What follows belongs to an exercise in optimizing a design on an open flow for small area, a short achievable clock period and few clock cycles; a production flow would make more cautious choices.
Where RTL was checked, it was by simulation tests only, not by an equivalence proof against the original.
No functional check of the RTL was part of run 3.
No activity file was given, so power comes from the tool's default toggle rates.

==> flow/design.v, too long to show whole: its modules and the start of the top module <==
// module mac: 388 lines
// module projeto: 49 lines
module projeto(
    input ck,
    input inicio,
    input rst,
    input [15:0] X,
    input [15:0] A,
    input [15:0] B,
    input [15:0] C,
    output pronto,
    output overflow,
    output [15:0] resultado
);
  // ...
==> flow/flow/run.sh <==
#!/bin/bash
# The standard layout (standard.sh) with these changes:
#  - the multiply-add tree, module mac, is laid out from flow/mac_cells.v, the
#    same circuit as mac in rtl/ula.v built from cells by hand (both are
#    generated by gen/mkhand.py), so that its partial products are single
#    NAND gates feeding full-adder cells of inverted polarity;
#  - synthesis skips Yosys's early "abc -fast" (SYNTH_ARGS=-noabc);
#  - port buffers use the smallest buffer.
# Registers and their names are those of the standard synthesis.
set -euo pipefail
export SYNTH_ARGS="-noabc"
export BUFFER_PORTS_ARGS="-buffer_cell sky130_fd_sc_hd__buf_1"
# design.v with module mac replaced by the cell-level one
awk '/^module mac\(/ {skip = 1} !skip {print} skip && /^endmodule/ {skip = 0}' design.v > design_cells.v
grep -q '^module mac(' design_cells.v && { echo "module mac still in design_cells.v"; exit 1; }
cat flow/mac_cells.v >> design_cells.v
sed "s#CLKGATE_MAP_FILE= #CLKGATE_MAP_FILE= VERILOG_FILES=$PWD/design_cells.v #" standard.sh > standard_cells.sh
grep -q "VERILOG_FILES=$PWD/design_cells.v" standard_cells.sh
bash standard_cells.sh > standard.log 2>&1
==> flow/standard.sh <==
#!/bin/bash
# synth_recipe.tcl (not shown) runs the flow's synth.tcl, then flattens the netlist and writes it again
# the make line also repeats each setting of config.mk as NAME=value (left out here)
make -C /OpenROAD-flow-scripts/flow DESIGN_CONFIG=/design/flow/config.mk WORK_HOME=/design/flow/orfs CLKGATE_MAP_FILE= SYNTH_SCRIPT=/design/flow/synth_recipe.tcl "${@:-finish}"
==> flow/config.mk <==
export PLATFORM = sky130hd
export DESIGN_NAME = projeto
export DESIGN_NICKNAME = projeto
export VERILOG_FILES = /design/flow/design.v
export SDC_FILE = /design/flow/constraint.sdc
export NUM_CORES = 4
export LEC_CHECK = 0
export CAP_MARGIN = 20
export CORE_MARGIN = 2
export CORE_UTILIZATION = 60
export CTS_BUF_LIST = sky130_fd_sc_hd__clkbuf_4
export SLEW_MARGIN = 20
==> flow/constraint.sdc <==
create_clock -name core_clock -period 9.5 [get_ports {ck}]
set_input_delay 1.9000 -clock core_clock [delete_from_list [all_inputs] [get_ports {ck}]]
set_output_delay 1.9000 -clock core_clock [all_outputs]
set_load 0.01 [all_outputs]
Not shown: flow/flow/mac_cells.v
==> impl_metrics.yaml, run 1 <==
synth:
  synth-main-ff-cell: "dfxtp_1"
  avgSynthCellArea_um2: 10.23
drt:
  drc: 0
  wl_met1_um: 4958
  via_count: 3935
  met3WireLength_um: 1200
clock_network:
  cts_resized: 0
  clock_latency_ns: 0.33
  post-cts-setup-buffers: 0
cells_and_area:
  multi_input_area_share: 0.7794
  multi_input_area_mm2: 0.004028
  utilization: 0.6687
  clockNetworkAreaShare: 0.01065
  largest_class: "multi-input combinational cells"
  layout_common_cells: "nand2_1 (152), fa_1 (116), buf_1 (84)"
timing:
  finalCritPeriodShare: 0.6158
  worst_slack_ns: 3.650
  maxSlewViolCount: 0
  worst_pin_slew_ns: 0.9027
  clock-skew-final_ns: 0.01796
worst_setup_path:
  cp_num_cells: 13
  path_buf_inv: 2
pwr:
  p_sw_uw: 994.0
  power_density_mw_per_mm2: 382.0
  powerComb_uw: 1640
  pwr-share-comb: 0.832
status:
  status: "timing/DRC/antenna clean"
floorplan:
  core.rowCount: 32
  fp.coreArea_mm2: 0.007727
global_routing:
  busiest_layer: "met2"
placed_design:
  dp_hpwl_um: 10060
  dp_cells: 633
worst_hold_path:
  hold_end: "ov"
Testbench counts, summed over its fixed seeds: cycles 4,800.
==> run 2: changes to the inputs <==
--- a/flow/config.mk
+++ b/flow/config.mk
@@ -9,4 +9,5 @@
 export CORE_MARGIN = 2
 export CORE_UTILIZATION = 60
 export CTS_BUF_LIST = sky130_fd_sc_hd__clkbuf_4
+export SETUP_SLACK_MARGIN = 3.8
 export SLEW_MARGIN = 20
==> impl_metrics.yaml, run 2 <==
status:
  status: "timing/DRC/antenna clean"
pwr:
  p_leak_uw: 0.001787
  power_density_mw_per_mm2: 381.3
  clkPwrFrac: 0.039
  internal-power_uw: 988.6
  power_frac_seq: 0.127
  pwr-share-comb: 0.834
  p_sw_uw: 1007
  switching_share: 0.5045
  vdd_ir_drop_max_uv: 356.8
worst_setup_path:
  max_stage_delay_ns: 0.60
  critPathArrivalTime_ns: 5.76
  r2r-end: "qa[15]"
  worstSetupEndpointType: "register"
  rr_worst_depth: 14
  crit_path_frequent_cell: "fa_1"
  crit_type: "input pin to register"
  reg2reg_slack_ns: 4.04
  cp_num_cells: 9
  path_max_fanout: 14
  crit_start: "X[4]"
  cpMaxStageDelayCell: "buf_1"
  worstPathRequired_ns: 9.70
  r2r-start: "qa[3]"
  path_buf_inv: 1
  path_cells: "buf_1 -> nand2_1 -> fa_1 -> fa_1 -> fa_1 -> fa_1 -> fa_1 -> fa_1 -> fa_1"
  crit_path_start_kind: "input pin"
  cp-endpoint: "qa[15]"
  crit_family: "adder cells"
timing:
  setup_viol: 0
  clock.fmax_mhz: 179.7
  fin_tns_setup_ns: 0
  hold_viol_final: 0
  finalCritPeriodShare: 0.5856
  min_period_ns: 5.564
  clock-skew-final_ns: 0.02071
  maxSlewViolCount: 0
  rsz0062_at_grt: "no"
  worst_pin_slew_ns: 0.8191
  max_slew_margin: 0.4539
floorplan:
  fp.coreArea_mm2: 0.007727
  die_w_um: 93.50
  design.die.area_mm2: 0.008741
  io_pins: 85
  die_y_um: 93.50
  core.rowCount: 32
  initial_core_util: 0.6219
clock_network:
  cts_made_buffers: 5
  clock_sinks: 29
  ctsHoldBuffers: 0
  cts_tree: "yes"
  clock_latency_ns: 0.34
  clkSlewWorstSetupHoldPaths_ns: 0.10
  cts_htree_levels: 2
  cts.root.buffer_cell: "clkbuf_4"
  clk_path_buf_depth: 2
synth:
  synth_top_area_share: 0.4832
  synth_top_area_cell: "fa_1"
  avgSynthCellArea_um2: 10.23
  synthTopCellsByArea: "fa_1 (48%), dfxtp_1 (12%), nand2_1 (12%), mux2i_1 (3.3%), buf_4 (2.5%)"
  synth-main-ff-cell: "dfxtp_1"
  yosysUniqueCellTypes: 56
  synth_seq_area_share: 0.1208
  syn_area_mm2: 0.004806
  syn_nets: 659
  syn_inst: 470
  ys_warn_count: 1
  synthTopCellsByCount: "nand2_1 (152), fa_1 (116), dfxtp_1 (29), buf_4 (16), mux2i_1 (16)"
  ys_ff_latch: 29
  synth_edf_count: 0
  async_reset_ff_frac: 0
  synth_most_common_cell: "nand2_1"
job:
  max-cap-violations: 0
placed_design:
  gp_congestion: 0.9283
  dp_cells: 633
  dp_hpwl_um: 10060
  place.port_buffers: 84
global_routing:
  grt_remaining_overflow: 0
  grt_pass1_wl_um: 21110
  grt_max_degree: 45
  grt_pass1_vias: 4192
  antenna_found_initial: 0
  track_usage: 0.3255
cells_and_area:
  seq_area_um2: 581.8
  multi_input_area_mm2: 0.004051
  layout_common_cells: "nand2_1 (152), fa_1 (116), buf_1 (78)"
  syn2layout_area_growth_pct: 8.878
  final_common_cell: "nand2_1"
  instances_no_fill: 647
  nets: 733
  largest_register: "qa"
  diodes: 0
  fillers: 638
  largest_reg_flops: 16
  reg.largest.list: "qa: 16 flops, qb: 5 flops, ql: 4 flops"
  final_layout_size_suffix_gt1_frac: 0.07706
drt:
  first_pass_iters: 4
  routedWlPerCell_um: 21.18
  drc: 0
  wirelength_um: 13700
  drt_iter0_markers: 262
  via_per_inst: 6.150
  drt.antenna.violating_nets: 0
  via_count: 3979
worst_hold_path:
  hp-class: "register to register"
[run 2: cell counts after synthesis]
No cell type changed its count.
[run 2: worst min-delay path: cells and delay by family (launching register included)]
kind	cells	cell delay, ns
AOI/OAI and AO/OA	1	0.12
and+or+nand+nor	1	0.11
DFF	1	0.31
[run 2: cells by family (layout without fill, tap and decap cells)]
logic type      count (synthesis)  in the layout  synth area share
fa+ha+maj                     122            122            0.4988
compound gates                 41             42           0.07655
mux                            24             24           0.05207
buf+inv                        35            109           0.04113
xor+xnor                       12             12           0.02187
simple gates                  207            207            0.1888
flops                          29             29            0.1208
[run 2: power by group through the flow]
stage               clock (uW)  combinational, uW  sequential, uW
floorplan                    0               1260             240
global placement             0               1570             254
detailed placement           0               1630             255
CTS                       81.0               1640             252
global route              84.9               1890             259
finish                    78.6               1660             253
[run 2: area by class of cell]
cell class,count,area share
well taps,102,0.02439
repair buffers,91,0.07174
clock buffers,6,0.008608
multi-input cells,407,0.7743
flip-flops and latches,29,0.1112
clock inverters,2,0.001913
inverters,10,0.007891
[run 2: metrics by stage]
step                      setup slack (ns)  total power, uW  hold slack, ns  cell area (um^2)  utilization
after global routing                 3.810             2230          0.6105              5233       0.6771
after detailed placement             3.210             1888          0.5485              5105       0.6606
final                                3.936             1995          0.5669              5233       0.6771
after global placement               3.368             1822          0.5481              5105       0.6606
after floorplan                      3.825             1504          0.5960              4806            -
after CTS                            3.801             1973          0.5737              5175       0.6697
[run 2: timing repair]
item                                   CTS  global route
endpoints found under the hold margin    0             0
setup buffers                            2             3
pin swaps                                1             1
setup endpoints to repair                6             5
gates cloned                             0             1
resized for setup                        0            15
[run 2: worst min-delay path by stage]
stage / depth (start not counted) / to / startpoint
2_1_floorplan: 2 / ov / ov
3_3_place_gp: 2 / ov / ov
3_5_place_dp: 2 / ov / ov
4_1_cts: 2 / ov / ov
5_1_grt: 2 / ov / ov
6_report: 2 / ov / ov
[run 2: layer usage]
layer	up-vias	GRT usage	part of all wire
li1	1695	-	-
met1	1996	0.4163	0.37
met4	0	0.1348	0.037
met5	-	0	0
met2	246	0.5438	0.50
met3	42	0.06608	0.090
==> module mac, before the edit <==
module mac(
    input [15:0] m,
    input [15:0] x,
    input [15:0] kn,
    output [15:0] ra,
    output [15:0] rb,
    output [14:0] cn
);
    wire pp_0_0 = ~(m[0] & x[0]);
    wire pp_0_1 = ~(m[0] & x[1]);
    wire pp_0_2 = ~(m[0] & x[2]);
    wire pp_0_3 = ~(m[0] & x[3]);
    wire pp_0_4 = ~(m[0] & x[4]);
    wire pp_0_5 = ~(m[0] & x[5]);
    wire pp_0_6 = ~(m[0] & x[6]);
    wire pp_0_7 = ~(m[0] & x[7]);
    wire pp_0_8 = ~(m[0] & x[8]);
    wire pp_0_9 = ~(m[0] & x[9]);
    wire pp_0_10 = ~(m[0] & x[10]);
    wire pp_0_11 = ~(m[0] & x[11]);
    wire pp_0_12 = ~(m[0] & x[12]);
    wire pp_0_13 = ~(m[0] & x[13]);
    wire pp_0_14 = ~(m[0] & x[14]);
    wire pp_0_15 = ~(m[0] & x[15]);
    wire pp_1_0 = ~(m[1] & x[0]);
    wire pp_1_1 = ~(m[1] & x[1]);
    wire pp_1_2 = ~(m[1] & x[2]);
    wire pp_1_3 = ~(m[1] & x[3]);
    wire pp_1_4 = ~(m[1] & x[4]);
    wire pp_1_5 = ~(m[1] & x[5]);
    wire pp_1_6 = ~(m[1] & x[6]);
    wire pp_1_7 = ~(m[1] & x[7]);
    wire pp_1_8 = ~(m[1] & x[8]);
    wire pp_1_9 = ~(m[1] & x[9]);
    wire pp_1_10 = ~(m[1] & x[10]);
    wire pp_1_11 = ~(m[1] & x[11]);
    wire pp_1_12 = ~(m[1] & x[12]);
    wire pp_1_13 = ~(m[1] & x[13]);
    wire pp_1_14 = ~(m[1] & x[14]);
    wire pp_2_0 = ~(m[2] & x[0]);
    wire pp_2_1 = ~(m[2] & x[1]);
    wire pp_2_2 = ~(m[2] & x[2]);
    wire pp_2_3 = ~(m[2] & x[3]);
    wire pp_2_4 = ~(m[2] & x[4]);
    wire pp_2_5 = ~(m[2] & x[5]);
    wire pp_2_6 = ~(m[2] & x[6]);
    wire pp_2_7 = ~(m[2] & x[7]);
    wire pp_2_8 = ~(m[2] & x[8]);
    wire pp_2_9 = ~(m[2] & x[9]);
    wire pp_2_10 = ~(m[2] & x[10]);
    wire pp_2_11 = ~(m[2] & x[11]);
    wire pp_2_12 = ~(m[2] & x[12]);
    wire pp_2_13 = ~(m[2] & x[13]);
    wire pp_3_0 = ~(m[3] & x[0]);
    wire pp_3_1 = ~(m[3] & x[1]);
    wire pp_3_2 = ~(m[3] & x[2]);
    wire pp_3_3 = ~(m[3] & x[3]);
    wire pp_3_4 = ~(m[3] & x[4]);
    wire pp_3_5 = ~(m[3] & x[5]);
    wire pp_3_6 = ~(m[3] & x[6]);
    wire pp_3_7 = ~(m[3] & x[7]);
    wire pp_3_8 = ~(m[3] & x[8]);
    wire pp_3_9 = ~(m[3] & x[9]);
    wire pp_3_10 = ~(m[3] & x[10]);
    wire pp_3_11 = ~(m[3] & x[11]);
    wire pp_3_12 = ~(m[3] & x[12]);
    wire pp_4_0 = ~(m[4] & x[0]);
    wire pp_4_1 = ~(m[4] & x[1]);
    wire pp_4_2 = ~(m[4] & x[2]);
    wire pp_4_3 = ~(m[4] & x[3]);
    wire pp_4_4 = ~(m[4] & x[4]);
    wire pp_4_5 = ~(m[4] & x[5]);
    wire pp_4_6 = ~(m[4] & x[6]);
    wire pp_4_7 = ~(m[4] & x[7]);
    wire pp_4_8 = ~(m[4] & x[8]);
    wire pp_4_9 = ~(m[4] & x[9]);
    wire pp_4_10 = ~(m[4] & x[10]);
    wire pp_4_11 = ~(m[4] & x[11]);
    wire pp_5_0 = ~(m[5] & x[0]);
    wire pp_5_1 = ~(m[5] & x[1]);
    wire pp_5_2 = ~(m[5] & x[2]);
    wire pp_5_3 = ~(m[5] & x[3]);
    wire pp_5_4 = ~(m[5] & x[4]);
    wire pp_5_5 = ~(m[5] & x[5]);
    wire pp_5_6 = ~(m[5] & x[6]);
    wire pp_5_7 = ~(m[5] & x[7]);
    wire pp_5_8 = ~(m[5] & x[8]);
    wire pp_5_9 = ~(m[5] & x[9]);
    wire pp_5_10 = ~(m[5] & x[10]);
    wire pp_6_0 = ~(m[6] & x[0]);
    wire pp_6_1 = ~(m[6] & x[1]);
    wire pp_6_2 = ~(m[6] & x[2]);
    wire pp_6_3 = ~(m[6] & x[3]);
    wire pp_6_4 = ~(m[6] & x[4]);
    wire pp_6_5 = ~(m[6] & x[5]);
    wire pp_6_6 = ~(m[6] & x[6]);
    wire pp_6_7 = ~(m[6] & x[7]);
    wire pp_6_8 = ~(m[6] & x[8]);
    wire pp_6_9 = ~(m[6] & x[9]);
    wire pp_7_0 = ~(m[7] & x[0]);
    wire pp_7_1 = ~(m[7] & x[1]);
    wire pp_7_2 = ~(m[7] & x[2]);
    wire pp_7_3 = ~(m[7] & x[3]);
    wire pp_7_4 = ~(m[7] & x[4]);
    wire pp_7_5 = ~(m[7] & x[5]);
    wire pp_7_6 = ~(m[7] & x[6]);
    wire pp_7_7 = ~(m[7] & x[7]);
    wire pp_7_8 = ~(m[7] & x[8]);
    wire pp_8_0 = ~(m[8] & x[0]);
    wire pp_8_1 = ~(m[8] & x[1]);
    wire pp_8_2 = ~(m[8] & x[2]);
    wire pp_8_3 = ~(m[8] & x[3]);
    wire pp_8_4 = ~(m[8] & x[4]);
    wire pp_8_5 = ~(m[8] & x[5]);
    wire pp_8_6 = ~(m[8] & x[6]);
    wire pp_8_7 = ~(m[8] & x[7]);
    wire pp_9_0 = ~(m[9] & x[0]);
    wire pp_9_1 = ~(m[9] & x[1]);
    wire pp_9_2 = ~(m[9] & x[2]);
    wire pp_9_3 = ~(m[9] & x[3]);
    wire pp_9_4 = ~(m[9] & x[4]);
    wire pp_9_5 = ~(m[9] & x[5]);
    wire pp_9_6 = ~(m[9] & x[6]);
    wire pp_10_0 = ~(m[10] & x[0]);
    wire pp_10_1 = ~(m[10] & x[1]);
    wire pp_10_2 = ~(m[10] & x[2]);
    wire pp_10_3 = ~(m[10] & x[3]);
    wire pp_10_4 = ~(m[10] & x[4]);
    wire pp_10_5 = ~(m[10] & x[5]);
    wire pp_11_0 = ~(m[11] & x[0]);
    wire pp_11_1 = ~(m[11] & x[1]);
    wire pp_11_2 = ~(m[11] & x[2]);
    wire pp_11_3 = ~(m[11] & x[3]);
    wire pp_11_4 = ~(m[11] & x[4]);
    wire pp_12_0 = ~(m[12] & x[0]);
    wire pp_12_1 = ~(m[12] & x[1]);
    wire pp_12_2 = ~(m[12] & x[2]);
    wire pp_12_3 = ~(m[12] & x[3]);
    wire pp_13_0 = ~(m[13] & x[0]);
    wire pp_13_1 = ~(m[13] & x[1]);
    wire pp_13_2 = ~(m[13] & x[2]);
    wire pp_14_0 = ~(m[14] & x[0]);
    wire pp_14_1 = ~(m[14] & x[1]);
    wire pp_15_0 = ~(m[15] & x[0]);
    wire s1 = kn[1] ^ pp_0_1 ^ pp_1_0;
    wire c2 = (kn[1] & pp_0_1) | (kn[1] & pp_1_0) | (pp_0_1 & pp_1_0);
    wire s3 = kn[2] ^ pp_0_2 ^ pp_1_1;
    wire c4 = (kn[2] & pp_0_2) | (kn[2] & pp_1_1) | (pp_0_2 & pp_1_1);
    wire s5 = pp_2_0 ^ c2 ^ s3;
    wire c6 = (pp_2_0 & c2) | (pp_2_0 & s3) | (c2 & s3);
    wire s7 = kn[3] ^ pp_0_3 ^ pp_1_2;
    wire c8 = (kn[3] & pp_0_3) | (kn[3] & pp_1_2) | (pp_0_3 & pp_1_2);
    wire s9 = pp_2_1 ^ pp_3_0 ^ c4;
    wire c10 = (pp_2_1 & pp_3_0) | (pp_2_1 & c4) | (pp_3_0 & c4);
    wire s11 = s7 ^ c6 ^ s9;
    wire c12 = (s7 & c6) | (s7 & s9) | (c6 & s9);
    wire s13 = kn[4] ^ pp_0_4 ^ pp_1_3;
    wire c14 = (kn[4] & pp_0_4) | (kn[4] & pp_1_3) | (pp_0_4 & pp_1_3);
    wire s15 = pp_2_2 ^ pp_3_1 ^ pp_4_0;
    wire c16 = (pp_2_2 & pp_3_1) | (pp_2_2 & pp_4_0) | (pp_3_1 & pp_4_0);
    wire s17 = c8 ^ s13 ^ s15;
    wire c18 = (c8 & s13) | (c8 & s15) | (s13 & s15);
    wire s19 = c10 ^ s17 ^ c12;
    wire c20 = (c10 & s17) | (c10 & c12) | (s17 & c12);
    wire s21 = kn[5] ^ pp_0_5 ^ pp_1_4;
    wire c22 = (kn[5] & pp_0_5) | (kn[5] & pp_1_4) | (pp_0_5 & pp_1_4);
    wire s23 = pp_2_3 ^ pp_3_2 ^ pp_4_1;
    wire c24 = (pp_2_3 & pp_3_2) | (pp_2_3 & pp_4_1) | (pp_3_2 & pp_4_1);
    wire s25 = pp_5_0 ^ c14 ^ c16;
    wire c26 = (pp_5_0 & c14) | (pp_5_0 & c16) | (c14 & c16);
    wire s27 = s21 ^ s23 ^ c18;
    wire c28 = (s21 & s23) | (s21 & c18) | (s23 & c18);
    wire s29 = s25 ^ s27 ^ c20;
    wire c30 = (s25 & s27) | (s25 & c20) | (s27 & c20);
    wire s31 = kn[6] ^ pp_0_6 ^ pp_1_5;
    wire c32 = (kn[6] & pp_0_6) | (kn[6] & pp_1_5) | (pp_0_6 & pp_1_5);
    wire s33 = pp_2_4 ^ pp_3_3 ^ pp_4_2;
    wire c34 = (pp_2_4 & pp_3_3) | (pp_2_4 & pp_4_2) | (pp_3_3 & pp_4_2);
    wire s35 = pp_5_1 ^ pp_6_0 ^ c22;
    wire c36 = (pp_5_1 & pp_6_0) | (pp_5_1 & c22) | (pp_6_0 & c22);
    wire s37 = c24 ^ s31 ^ s33;
    wire c38 = (c24 & s31) | (c24 & s33) | (s31 & s33);
    wire s39 = c26 ^ s35 ^ s37;
    wire c40 = (c26 & s35) | (c26 & s37) | (s35 & s37);
    wire s41 = ~(c28 ^ s39);
    wire c42 = c28 | s39;
    wire s43 = kn[7] ^ pp_0_7 ^ pp_1_6;
    wire c44 = (kn[7] & pp_0_7) | (kn[7] & pp_1_6) | (pp_0_7 & pp_1_6);
    wire s45 = pp_2_5 ^ pp_3_4 ^ pp_4_3;
    wire c46 = (pp_2_5 & pp_3_4) | (pp_2_5 & pp_4_3) | (pp_3_4 & pp_4_3);
    wire s47 = pp_5_2 ^ pp_6_1 ^ pp_7_0;
    wire c48 = (pp_5_2 & pp_6_1) | (pp_5_2 & pp_7_0) | (pp_6_1 & pp_7_0);
    wire s49 = c32 ^ c34 ^ s43;
    wire c50 = (c32 & c34) | (c32 & s43) | (c34 & s43);
    wire s51 = s45 ^ s47 ^ c36;
    wire c52 = (s45 & s47) | (s45 & c36) | (s47 & c36);
    wire s53 = c38 ^ s49 ^ s51;
    wire c54 = (c38 & s49) | (c38 & s51) | (s49 & s51);
    wire s55 = c40 ^ c42 ^ s53;
    wire c56 = (c40 & c42) | (c40 & s53) | (c42 & s53);
    wire s57 = kn[8] ^ pp_0_8 ^ pp_1_7;
    wire c58 = (kn[8] & pp_0_8) | (kn[8] & pp_1_7) | (pp_0_8 & pp_1_7);
    wire s59 = pp_2_6 ^ pp_3_5 ^ pp_4_4;
    wire c60 = (pp_2_6 & pp_3_5) | (pp_2_6 & pp_4_4) | (pp_3_5 & pp_4_4);
    wire s61 = pp_5_3 ^ pp_6_2 ^ pp_7_1;
    wire c62 = (pp_5_3 & pp_6_2) | (pp_5_3 & pp_7_1) | (pp_6_2 & pp_7_1);
    wire s63 = pp_8_0 ^ c44 ^ c46;
    wire c64 = (pp_8_0 & c44) | (pp_8_0 & c46) | (c44 & c46);
    wire s65 = c48 ^ s57 ^ s59;
    wire c66 = (c48 & s57) | (c48 & s59) | (s57 & s59);
    wire s67 = s61 ^ c50 ^ s63;
    wire c68 = (s61 & c50) | (s61 & s63) | (c50 & s63);
    wire s69 = s65 ^ c52 ^ s67;
    wire c70 = (s65 & c52) | (s65 & s67) | (c52 & s67);
    wire s71 = c54 ^ s69 ^ c56;
    wire c72 = (c54 & s69) | (c54 & c56) | (s69 & c56);
    wire s73 = kn[9] ^ pp_0_9 ^ pp_1_8;
    wire c74 = (kn[9] & pp_0_9) | (kn[9] & pp_1_8) | (pp_0_9 & pp_1_8);
    wire s75 = pp_2_7 ^ pp_3_6 ^ pp_4_5;
    wire c76 = (pp_2_7 & pp_3_6) | (pp_2_7 & pp_4_5) | (pp_3_6 & pp_4_5);
    wire s77 = pp_5_4 ^ pp_6_3 ^ pp_7_2;
    wire c78 = (pp_5_4 & pp_6_3) | (pp_5_4 & pp_7_2) | (pp_6_3 & pp_7_2);
    wire s79 = pp_8_1 ^ pp_9_0 ^ c58;
    wire c80 = (pp_8_1 & pp_9_0) | (pp_8_1 & c58) | (pp_9_0 & c58);
    wire s81 = c60 ^ c62 ^ s73;
    wire c82 = (c60 & c62) | (c60 & s73) | (c62 & s73);
    wire s83 = s75 ^ s77 ^ c64;
    wire c84 = (s75 & s77) | (s75 & c64) | (s77 & c64);
    wire s85 = c66 ^ s79 ^ s81;
    wire c86 = (c66 & s79) | (c66 & s81) | (s79 & s81);
    wire s87 = c68 ^ s83 ^ s85;
    wire c88 = (c68 & s83) | (c68 & s85) | (s83 & s85);
    wire s89 = ~(c70 ^ s87);
    wire c90 = c70 | s87;
    wire s91 = kn[10] ^ pp_0_10 ^ pp_10_0;
    wire c92 = (kn[10] & pp_0_10) | (kn[10] & pp_10_0) | (pp_0_10 & pp_10_0);
    wire s93 = pp_1_9 ^ pp_2_8 ^ pp_3_7;
    wire c94 = (pp_1_9 & pp_2_8) | (pp_1_9 & pp_3_7) | (pp_2_8 & pp_3_7);
    wire s95 = pp_4_6 ^ pp_5_5 ^ pp_6_4;
    wire c96 = (pp_4_6 & pp_5_5) | (pp_4_6 & pp_6_4) | (pp_5_5 & pp_6_4);
    wire s97 = pp_7_3 ^ pp_8_2 ^ pp_9_1;
    wire c98 = (pp_7_3 & pp_8_2) | (pp_7_3 & pp_9_1) | (pp_8_2 & pp_9_1);
    wire s99 = c74 ^ c76 ^ c78;
    wire c100 = (c74 & c76) | (c74 & c78) | (c76 & c78);
    wire s101 = s91 ^ s93 ^ s95;
    wire c102 = (s91 & s93) | (s91 & s95) | (s93 & s95);
    wire s103 = s97 ^ c80 ^ c82;
    wire c104 = (s97 & c80) | (s97 & c82) | (c80 & c82);
    wire s105 = s99 ^ s101 ^ c84;
    wire c106 = (s99 & s101) | (s99 & c84) | (s101 & c84);
    wire s107 = c86 ^ s103 ^ s105;
    wire c108 = (c86 & s103) | (c86 & s105) | (s103 & s105);
    wire s109 = c88 ^ c90 ^ s107;
    wire c110 = (c88 & c90) | (c88 & s107) | (c90 & s107);
    wire s111 = kn[11] ^ pp_0_11 ^ pp_10_1;
    wire c112 = (kn[11] & pp_0_11) | (kn[11] & pp_10_1) | (pp_0_11 & pp_10_1);
    wire s113 = pp_11_0 ^ pp_1_10 ^ pp_2_9;
    wire c114 = (pp_11_0 & pp_1_10) | (pp_11_0 & pp_2_9) | (pp_1_10 & pp_2_9);
    wire s115 = pp_3_8 ^ pp_4_7 ^ pp_5_6;
    wire c116 = (pp_3_8 & pp_4_7) | (pp_3_8 & pp_5_6) | (pp_4_7 & pp_5_6);
    wire s117 = pp_6_5 ^ pp_7_4 ^ pp_8_3;
    wire c118 = (pp_6_5 & pp_7_4) | (pp_6_5 & pp_8_3) | (pp_7_4 & pp_8_3);
    wire s119 = pp_9_2 ^ c92 ^ c94;
    wire c120 = (pp_9_2 & c92) | (pp_9_2 & c94) | (c92 & c94);
    wire s121 = c96 ^ c98 ^ s111;
    wire c122 = (c96 & c98) | (c96 & s111) | (c98 & s111);
    wire s123 = s113 ^ s115 ^ s117;
    wire c124 = (s113 & s115) | (s113 & s117) | (s115 & s117);
    wire s125 = c100 ^ c102 ^ s119;
    wire c126 = (c100 & c102) | (c100 & s119) | (c102 & s119);
    wire s127 = s121 ^ s123 ^ c104;
    wire c128 = (s121 & s123) | (s121 & c104) | (s123 & c104);
    wire s129 = s125 ^ c106 ^ s127;
    wire c130 = (s125 & c106) | (s125 & s127) | (c106 & s127);
    wire s131 = c108 ^ s129 ^ c110;
    wire c132 = (c108 & s129) | (c108 & c110) | (s129 & c110);
    wire s133 = kn[12] ^ pp_0_12 ^ pp_10_2;
    wire c134 = (kn[12] & pp_0_12) | (kn[12] & pp_10_2) | (pp_0_12 & pp_10_2);
    wire s135 = pp_11_1 ^ pp_12_0 ^ pp_1_11;
    wire c136 = (pp_11_1 & pp_12_0) | (pp_11_1 & pp_1_11) | (pp_12_0 & pp_1_11);
    wire s137 = pp_2_10 ^ pp_3_9 ^ pp_4_8;
    wire c138 = (pp_2_10 & pp_3_9) | (pp_2_10 & pp_4_8) | (pp_3_9 & pp_4_8);
    wire s139 = pp_5_7 ^ pp_6_6 ^ pp_7_5;
    wire c140 = (pp_5_7 & pp_6_6) | (pp_5_7 & pp_7_5) | (pp_6_6 & pp_7_5);
    wire s141 = pp_8_4 ^ pp_9_3 ^ c112;
    wire c142 = (pp_8_4 & pp_9_3) | (pp_8_4 & c112) | (pp_9_3 & c112);
    wire s143 = c114 ^ c116 ^ c118;
    wire c144 = (c114 & c116) | (c114 & c118) | (c116 & c118);
    wire s145 = s133 ^ s135 ^ s137;
    wire c146 = (s133 & s135) | (s133 & s137) | (s135 & s137);
    wire s147 = s139 ^ c120 ^ c122;
    wire c148 = (s139 & c120) | (s139 & c122) | (c120 & c122);
    wire s149 = c124 ^ s141 ^ s143;
    wire c150 = (c124 & s141) | (c124 & s143) | (s141 & s143);
    wire s151 = s145 ^ c126 ^ s147;
    wire c152 = (s145 & c126) | (s145 & s147) | (c126 & s147);
    wire s153 = s149 ^ c128 ^ s151;
    wire c154 = (s149 & c128) | (s149 & s151) | (c128 & s151);
    wire s155 = ~(c130 ^ s153);
    wire c156 = c130 | s153;
    wire s157 = kn[13] ^ pp_0_13 ^ pp_10_3;
    wire c158 = (kn[13] & pp_0_13) | (kn[13] & pp_10_3) | (pp_0_13 & pp_10_3);
    wire s159 = pp_11_2 ^ pp_12_1 ^ pp_13_0;
    wire c160 = (pp_11_2 & pp_12_1) | (pp_11_2 & pp_13_0) | (pp_12_1 & pp_13_0);
    wire s161 = pp_1_12 ^ pp_2_11 ^ pp_3_10;
    wire c162 = (pp_1_12 & pp_2_11) | (pp_1_12 & pp_3_10) | (pp_2_11 & pp_3_10);
    wire s163 = pp_4_9 ^ pp_5_8 ^ pp_6_7;
    wire c164 = (pp_4_9 & pp_5_8) | (pp_4_9 & pp_6_7) | (pp_5_8 & pp_6_7);
    wire s165 = pp_7_6 ^ pp_8_5 ^ pp_9_4;
    wire c166 = (pp_7_6 & pp_8_5) | (pp_7_6 & pp_9_4) | (pp_8_5 & pp_9_4);
    wire s167 = c134 ^ c136 ^ c138;
    wire c168 = (c134 & c136) | (c134 & c138) | (c136 & c138);
    wire s169 = c140 ^ s157 ^ s159;
    wire c170 = (c140 & s157) | (c140 & s159) | (s157 & s159);
    wire s171 = s161 ^ s163 ^ s165;
    wire c172 = (s161 & s163) | (s161 & s165) | (s163 & s165);
    wire s173 = c142 ^ c144 ^ c146;
    wire c174 = (c142 & c144) | (c142 & c146) | (c144 & c146);
    wire s175 = s167 ^ s169 ^ s171;
    wire c176 = (s167 & s169) | (s167 & s171) | (s169 & s171);
    wire s177 = c148 ^ c150 ^ s173;
    wire c178 = (c148 & c150) | (c148 & s173) | (c150 & s173);
    wire s179 = s175 ^ c152 ^ s177;
    wire c180 = (s175 & c152) | (s175 & s177) | (c152 & s177);
    wire s181 = c154 ^ s179 ^ c156;
    wire c182 = (c154 & s179) | (c154 & c156) | (s179 & c156);
    wire s183 = kn[14] ^ pp_0_14 ^ pp_10_4;
    wire c184 = (kn[14] & pp_0_14) | (kn[14] & pp_10_4) | (pp_0_14 & pp_10_4);
    wire s185 = pp_11_3 ^ pp_12_2 ^ pp_13_1;
    wire c186 = (pp_11_3 & pp_12_2) | (pp_11_3 & pp_13_1) | (pp_12_2 & pp_13_1);
    wire s187 = pp_14_0 ^ pp_1_13 ^ pp_2_12;
    wire c188 = (pp_14_0 & pp_1_13) | (pp_14_0 & pp_2_12) | (pp_1_13 & pp_2_12);
    wire s189 = pp_3_11 ^ pp_4_10 ^ pp_5_9;
    wire c190 = (pp_3_11 & pp_4_10) | (pp_3_11 & pp_5_9) | (pp_4_10 & pp_5_9);
    wire s191 = pp_6_8 ^ pp_7_7 ^ pp_8_6;
    wire c192 = (pp_6_8 & pp_7_7) | (pp_6_8 & pp_8_6) | (pp_7_7 & pp_8_6);
    wire s193 = pp_9_5 ^ c158 ^ c160;
    wire c194 = (pp_9_5 & c158) | (pp_9_5 & c160) | (c158 & c160);
    wire s195 = c162 ^ c164 ^ c166;
    wire c196 = (c162 & c164) | (c162 & c166) | (c164 & c166);
    wire s197 = s183 ^ s185 ^ s187;
    wire c198 = (s183 & s185) | (s183 & s187) | (s185 & s187);
    wire s199 = s189 ^ s191 ^ c168;
    wire c200 = (s189 & s191) | (s189 & c168) | (s191 & c168);
    wire s201 = c170 ^ c172 ^ s193;
    wire c202 = (c170 & c172) | (c170 & s193) | (c172 & s193);
    wire s203 = s195 ^ s197 ^ c174;
    wire c204 = (s195 & s197) | (s195 & c174) | (s197 & c174);
    wire s205 = s199 ^ c176 ^ s201;
    wire c206 = (s199 & c176) | (s199 & s201) | (c176 & s201);
    wire s207 = c178 ^ s203 ^ s205;
    wire c208 = (c178 & s203) | (c178 & s205) | (s203 & s205);
    wire s209 = ~(c180 ^ s207);
    wire c210 = c180 | s207;
    wire s211 = kn[15] ^ pp_0_15 ^ pp_10_5;
    wire c212 = (kn[15] & pp_0_15) | (kn[15] & pp_10_5) | (pp_0_15 & pp_10_5);
    wire s213 = pp_11_4 ^ pp_12_3 ^ pp_13_2;
    wire c214 = (pp_11_4 & pp_12_3) | (pp_11_4 & pp_13_2) | (pp_12_3 & pp_13_2);
    wire s215 = pp_14_1 ^ pp_15_0 ^ pp_1_14;
    wire c216 = (pp_14_1 & pp_15_0) | (pp_14_1 & pp_1_14) | (pp_15_0 & pp_1_14);
    wire s217 = pp_2_13 ^ pp_3_12 ^ pp_4_11;
    wire c218 = (pp_2_13 & pp_3_12) | (pp_2_13 & pp_4_11) | (pp_3_12 & pp_4_11);
    wire s219 = pp_5_10 ^ pp_6_9 ^ pp_7_8;
    wire c220 = (pp_5_10 & pp_6_9) | (pp_5_10 & pp_7_8) | (pp_6_9 & pp_7_8);
    wire s221 = pp_8_7 ^ pp_9_6 ^ c184;
    wire c222 = (pp_8_7 & pp_9_6) | (pp_8_7 & c184) | (pp_9_6 & c184);
    wire s223 = c186 ^ c188 ^ c190;
    wire c224 = (c186 & c188) | (c186 & c190) | (c188 & c190);
    wire s225 = c192 ^ s211 ^ s213;
    wire c226 = (c192 & s211) | (c192 & s213) | (s211 & s213);
    wire s227 = s215 ^ s217 ^ s219;
    wire c228 = (s215 & s217) | (s215 & s219) | (s217 & s219);
    wire s229 = c194 ^ c196 ^ c198;
    wire c230 = (c194 & c196) | (c194 & c198) | (c196 & c198);
    wire s231 = s221 ^ s223 ^ s225;
    wire c232 = (s221 & s223) | (s221 & s225) | (s223 & s225);
    wire s233 = s227 ^ c200 ^ c202;
    wire c234 = (s227 & c200) | (s227 & c202) | (c200 & c202);
    wire s235 = s229 ^ s231 ^ c204;
    wire c236 = (s229 & s231) | (s229 & c204) | (s231 & c204);
    wire s237 = c206 ^ s233 ^ s235;
    wire c238 = (c206 & s233) | (c206 & s235) | (s233 & s235);
    wire s239 = c208 ^ c210 ^ s237;
    wire c240 = (c208 & c210) | (c208 & s237) | (c210 & s237);
    assign ra = {s239, s209, s181, s155, s131, s109, s89, s71, s55, s41, s29, s19, s11, s5, s1, kn[0]};
    assign rb = {1'b1, c182, 1'b1, c132, 1'b1, 1'b1, c72, 1'b1, 1'b1, c30, 1'b1, 1'b1, 1'b1, 1'b1, 1'b1, pp_0_0};
    assign cn = {c240, c238, c236, c234, c232, c230, c228, c226, c224, c222, c220, c218, c216, c214, c212};
endmodule
==> module projeto, before the edit <==
module projeto(
    input ck,
    input inicio,
    input rst,
    input [15:0] X,
    input [15:0] A,
    input [15:0] B,
    input [15:0] C,
    output pronto,
    output overflow,
    output [15:0] resultado
);
    reg busy, pr, ov, qh;
    reg [15:0] qa, qb;
    reg [3:0] ql;
    wire [16:0] v = ~(qa + qb + 17'd1);
    wire vo = ov | qh | (|ql) | v[16];
    wire [15:0] m = busy ? v[15:0] : A;
    wire [15:0] kn = ~(busy ? C : B);
    wire [15:0] ra, rb;
    wire [14:0] cn;
    mac u(.m(m), .x(X), .kn(kn), .ra(ra), .rb(rb), .cn(cn));
    reg hi;
    integer i;
    always @(*) begin
        hi = 1'b0;
        for (i = 1; i < 16; i = i + 1)
            hi = hi | (m[i] & (|(X >> (16 - i))));
    end
    wire po = ~&cn[8:0];
    wire [3:0] pl = {~(cn[9] & cn[10]), ~(cn[11] & cn[12]), ~cn[13], ~cn[14]};
    always @(posedge ck) begin
        qa <= ra;
        qb <= rb;
        qh <= hi;
        ql <= pl;
        ov <= po | (busy & vo);
        if (rst) begin
            busy <= 1'b0;
            pr   <= 1'b0;
        end else begin
            busy <= ~busy & inicio;
            pr   <= busy;
        end
    end
    assign pronto = pr;
    assign resultado = v[15:0];
    assign overflow = vo;
endmodule
==> run 3: changes to the inputs <==
--- a/flow/design.v
+++ b/flow/design.v
@@ -1,11 +1,15 @@
 module mac(
-    input [15:0] m,
+    input [15:0] a,
+    input [15:0] v,
+    input sel,
+    output [15:0] m,
     input [15:0] x,
     input [15:0] kn,
     output [15:0] ra,
     output [15:0] rb,
     output [14:0] cn
 );
+    assign m = sel ? v : a;
     wire pp_0_0 = ~(m[0] & x[0]);
     wire pp_0_1 = ~(m[0] & x[1]);
     wire pp_0_2 = ~(m[0] & x[2]);
@@ -403,11 +407,11 @@
     reg [3:0] ql;
     wire [16:0] v = ~(qa + qb + 17'd1);
     wire vo = ov | qh | (|ql) | v[16];
-    wire [15:0] m = busy ? v[15:0] : A;
+    wire [15:0] m;       
     wire [15:0] kn = ~(busy ? C : B);
     wire [15:0] ra, rb;
     wire [14:0] cn;
-    mac u(.m(m), .x(X), .kn(kn), .ra(ra), .rb(rb), .cn(cn));
+    mac u(.a(A), .v(v[15:0]), .sel(busy), .m(m), .x(X), .kn(kn), .ra(ra), .rb(rb), .cn(cn));
     reg hi;
     integer i;
     always @(*) begin
--- a/flow/flow/mac_cells.v
+++ b/flow/flow/mac_cells.v
@@ -1,13 +1,32 @@
 // Generated by mkhand.py --cells: the same circuit as module mac of
 // rtl/ula.v (generated by mkhand.py), built from sky130_fd_sc_hd cells.
 module mac(
-    input [15:0] m,
+    input [15:0] a,
+    input [15:0] v,
+    input sel,
+    output [15:0] m,
     input [15:0] x,
     input [15:0] kn,
     output [15:0] ra,
     output [15:0] rb,
     output [14:0] cn
 );
+    sky130_fd_sc_hd__mux2_1 g_m0 (.A0(a[0]), .A1(v[0]), .S(sel), .X(m[0]));
+    sky130_fd_sc_hd__mux2_1 g_m1 (.A0(a[1]), .A1(v[1]), .S(sel), .X(m[1]));
+    sky130_fd_sc_hd__mux2_1 g_m2 (.A0(a[2]), .A1(v[2]), .S(sel), .X(m[2]));
+    sky130_fd_sc_hd__mux2_1 g_m3 (.A0(a[3]), .A1(v[3]), .S(sel), .X(m[3]));
+    sky130_fd_sc_hd__mux2_1 g_m4 (.A0(a[4]), .A1(v[4]), .S(sel), .X(m[4]));
+    sky130_fd_sc_hd__mux2_1 g_m5 (.A0(a[5]), .A1(v[5]), .S(sel), .X(m[5]));
+    sky130_fd_sc_hd__mux2_1 g_m6 (.A0(a[6]), .A1(v[6]), .S(sel), .X(m[6]));
+    sky130_fd_sc_hd__mux2_1 g_m7 (.A0(a[7]), .A1(v[7]), .S(sel), .X(m[7]));
+    sky130_fd_sc_hd__mux2_1 g_m8 (.A0(a[8]), .A1(v[8]), .S(sel), .X(m[8]));
+    sky130_fd_sc_hd__mux2_1 g_m9 (.A0(a[9]), .A1(v[9]), .S(sel), .X(m[9]));
+    sky130_fd_sc_hd__mux2_1 g_m10 (.A0(a[10]), .A1(v[10]), .S(sel), .X(m[10]));
+    sky130_fd_sc_hd__mux2_1 g_m11 (.A0(a[11]), .A1(v[11]), .S(sel), .X(m[11]));
+    sky130_fd_sc_hd__mux2_1 g_m12 (.A0(a[12]), .A1(v[12]), .S(sel), .X(m[12]));
+    sky130_fd_sc_hd__mux2_1 g_m13 (.A0(a[13]), .A1(v[13]), .S(sel), .X(m[13]));
+    sky130_fd_sc_hd__mux2_1 g_m14 (.A0(a[14]), .A1(v[14]), .S(sel), .X(m[14]));
+    sky130_fd_sc_hd__mux2_1 g_m15 (.A0(a[15]), .A1(v[15]), .S(sel), .X(m[15]));
     wire pp_0_0;
     sky130_fd_sc_hd__nand2_1 g_pp_0_0 (.A(m[0]), .B(x[0]), .Y(pp_0_0));
     wire pp_0_1;
--- a/flow/config.mk
+++ b/flow/config.mk
@@ -8,6 +8,6 @@
 export CAP_MARGIN = 20
 export CORE_MARGIN = 2
 export CORE_UTILIZATION = 60
-export CTS_BUF_LIST = sky130_fd_sc_hd__clkbuf_4
+export CTS_BUF_LIST = sky130_fd_sc_hd__clkbuf_4 sky130_fd_sc_hd__clkbuf_8
 export SETUP_SLACK_MARGIN = 3.8
 export SLEW_MARGIN = 20
==> impl_metrics.yaml, run 3 <==
clock_network:
  clock_latency_ns: 0.29
  post-cts-setup-buffers: 0
  cts.root.buffer_cell: "clkbuf_8"
  clk_path_buf_depth: 2
  cts_tree: "yes"
  clock_sinks: 29
  cts_htree_levels: 2
  clkSlewWorstSetupHoldPaths_ns: 0.07
  ctsHoldBuffers: 0
  cts_made_buffers: 5
global_routing:
  grt_pass1_wl_um: 20420
  grt_pass1_vias: 4076
  grt_remaining_overflow: 0
  track_usage: 0.3248
  antenna_found_initial: 0
  grt_max_degree: 37
worst_hold_path:
  hp-class: "register to register"
  min_path_cells: 4
  hp-start: "ov"
  hold_end: "ov"
cells_and_area:
  largest_register: "qa"
  fillers: 641
  layout_common_cells: "nand2_1 (146), fa_1 (116), buf_1 (79)"
  final_common_cell: "nand2_1"
  largest_reg_flops: 16
  reg.largest.list: "qa: 16 flops, qb: 5 flops, ql: 4 flops"
  diodes: 0
  syn2layout_area_growth_pct: 9.963
  final_layout_size_suffix_gt1_frac: 0.05313
  nets: 715
job:
  max-cap-violations: 0
floorplan:
  design.die.area_mm2: 0.008530
  io_pins: 85
  die_w_um: 92.36
  die_y_um: 92.36
  core.rowCount: 32
  fp.coreArea_mm2: 0.007647
  initial_core_util: 0.6126
worst_setup_path:
  crit_path_start_kind: "input pin"
  max_stage_delay_ns: 0.57
  critPathArrivalTime_ns: 5.82
  reg2reg_slack_ns: 4.01
  worstSetupEndpointType: "register"
  rr_worst_depth: 14
  path_cells: "buf_1 -> nand2_1 -> fa_1 -> fa_1 -> fa_1 -> fa_1 -> fa_1 -> or2_1 -> fa_1"
  r2r-start: "qa[9]"
  cpMaxStageDelayCell: "fa_1"
  worstPathRequired_ns: 9.66
  r2r-end: "qa[15]"
  path_max_fanout: 12
  crit_path_frequent_cell: "fa_1"
  crit_type: "input pin to register"
synth:
  synth_top_area_cell: "fa_1"
  synth_most_common_cell: "nand2_1"
  synthAdderAreaFrac: 0.5118
  synth_edf_count: 0
  muxShareOfSynthArea: 0.07265
  synthTopCellsByCount: "nand2_1 (146), fa_1 (116), dfxtp_1 (29)"
  syn_nets: 641
  avgSynthCellArea_um2: 10.36
  ys_ff_latch: 29
  async_reset_ff_frac: 0
  ys_warn_count: 1
  synthTopCellsByArea: "fa_1 (50%), dfxtp_1 (12%), nand2_1 (12%), mux2_1 (3.8%), mux2i_1 (3.4%)"
  syn_inst: 452
  yosysUniqueCellTypes: 44
  synth-main-ff-cell: "dfxtp_1"
  synthXorXnorAreaFrac: 0.02431
  synth-compound-area-share: 0.04701
  synth_top_family_by_area: "adder cells"
  synth_seq_area_share: 0.1239
  synth-simple-area-share: 0.1875
  syn_area_mm2: 0.004684
  synth_top_area_share: 0.4957
timing:
  worst_slack_ns: 3.842
  max_slew_margin: 0.5177
  min_period_ns: 5.658
  worst_pin_slew_ns: 0.7235
  hold_viol_final: 0
  finalCritPeriodShare: 0.5956
  clock.fmax_mhz: 176.7
  clock-skew-final_ns: 0.01269
  fin_tns_setup_ns: 0
  rsz0062_at_grt: "no"
  setup_viol: 0
  maxSlewViolCount: 0
status:
  status: "timing/DRC/antenna clean"
drt:
  drt_iter0_markers: 256
  first_pass_iters: 5
  drt.antenna.violating_nets: 0
  via_per_inst: 6.079
  via_count: 3824
  routedWlPerCell_um: 20.57
  drc: 0
  wirelength_um: 12940
placed_design:
  place.port_buffers: 84
  dp_hpwl_um: 10070
  gp_congestion: 0.9376
  dp_slack_ns: 3.417
pwr:
  vdd_ir_drop_max_uv: 289.6
  power_density_mw_per_mm2: 422.5
  p_leak_uw: 0.001765
[run 3: changes by cell type after synthesis, sizes merged, moves of 4 or more]
cell,before,now
a211oi,8,1
buf,20,16
mux2,8,16
nand2,152,146
nor3,3,9
o21ai,3,12
or4,5,1
[run 3: stage by stage]
step,cell area [um^2],std cells,power [uW],hold WS (ns),utilization
after floorplan,4684,452,1623,0.5343,-
after global placement,5012,621,1936,0.5951,0.6554
after detailed placement,5012,621,2029,0.6171,0.6554
after CTS,5147,629,2173,0.6347,0.6731
after global routing,5151,629,2416,0.7222,0.6736
final,5151,629,2176,0.6383,0.6736
[run 3: worst max path at each step]
stage,from,end,slack (ns),cells after the start
floorplan,A[0],qa[15],3.92,9
global placement,A[0],qa[15],3.55,10
detailed placement,X[2],qa[15],3.42,9
CTS,A[1],qa[15],3.82,10
global route,A[7],qa[15],3.81,10
finish,X[7],qa[15],3.84,9
[run 3: logic make-up after synthesis]
kind of cell    Yosys count
flops                    29
xor+xnor                 13
compound gates           32
simple gates            199
mux                      32
fa+ha+maj               122
buf+inv                  25
[run 3: power by group]
part           total, uW  internal (uW)  switching (uW)
registers            265            222            43.9
logic               1770            793             980
clock network        138           88.3            49.8
total               2180           1100            1070
[run 3: layer usage]
layer,up-vias,wire (um),track usage
met5,-,0,0
met4,0,423,0.1206
met3,37,1359,0.08706
met2,252,6421,0.5468
met1,1914,4735,0.4050
li1,1621,-,-
[run 3: area by class of cell]
class | count | area, um^2 | area share
Multi-Input combinational cell | 398 | 3950 | 0.7668
Sequential cell | 29 | 581.8 | 0.1129
Timing Repair Buffer | 86 | 349.1 | 0.06777
Tap cell | 102 | 127.6 | 0.02478
Clock buffer | 7 | 90.09 | 0.01749
Clock inverter | 1 | 30.03 | 0.005829
Inverter | 6 | 22.52 | 0.004372
[run 3: critical path, delay by kind of cell]
kind                       cells  cell delay [ns]
buffers and inverters          1             0.52
adders and majority gates      6             2.95
and+or+nand+nor                2             0.44
[run 3: repair_timing]
item	CTS	global route
endpoints found under the hold margin	0	0
resized for setup	5	10
pin swaps	0	0
endpoints found under the setup margin	2	5

==> afterwards: timing with drivers on the ports <==
Ports are ideal in the flow. The routed layouts listed here were re-timed in OpenROAD.
Step 1, drivers: a clkbuf_16 drives ck and a buf_2 each remaining input, both assumed.
Step 2 also shifts input and output timing later by t, the mid clock arrival at the registers, as if the neighbouring blocks saw the same clock.
a / b / c = ideal ports / drivers / drivers and shift; a / b = the first two.
run | t, ns | slack for setup (ns) | worst register clock-pin slew, ns | worst slew at a driven data input, ns | pins driven straight from the clock port
run 1 | 0.354 | 3.650 / 3.658 / 3.304 | 0.11 / 0.11 | 0.04 | 1
run 2 | 0.357 | 3.936 / 3.941 / 3.584 | 0.11 / 0.11 | 0.04 | 1
run 3 | 0.311 | 3.842 / 3.846 / 3.535 | 0.07 / 0.07 | 0.03 | 1
After both steps setup and hold are still met in every run listed. The setup slack of run 2, which loses most, moves by +0.005 ns with the drivers and by -0.352 ns with both steps.
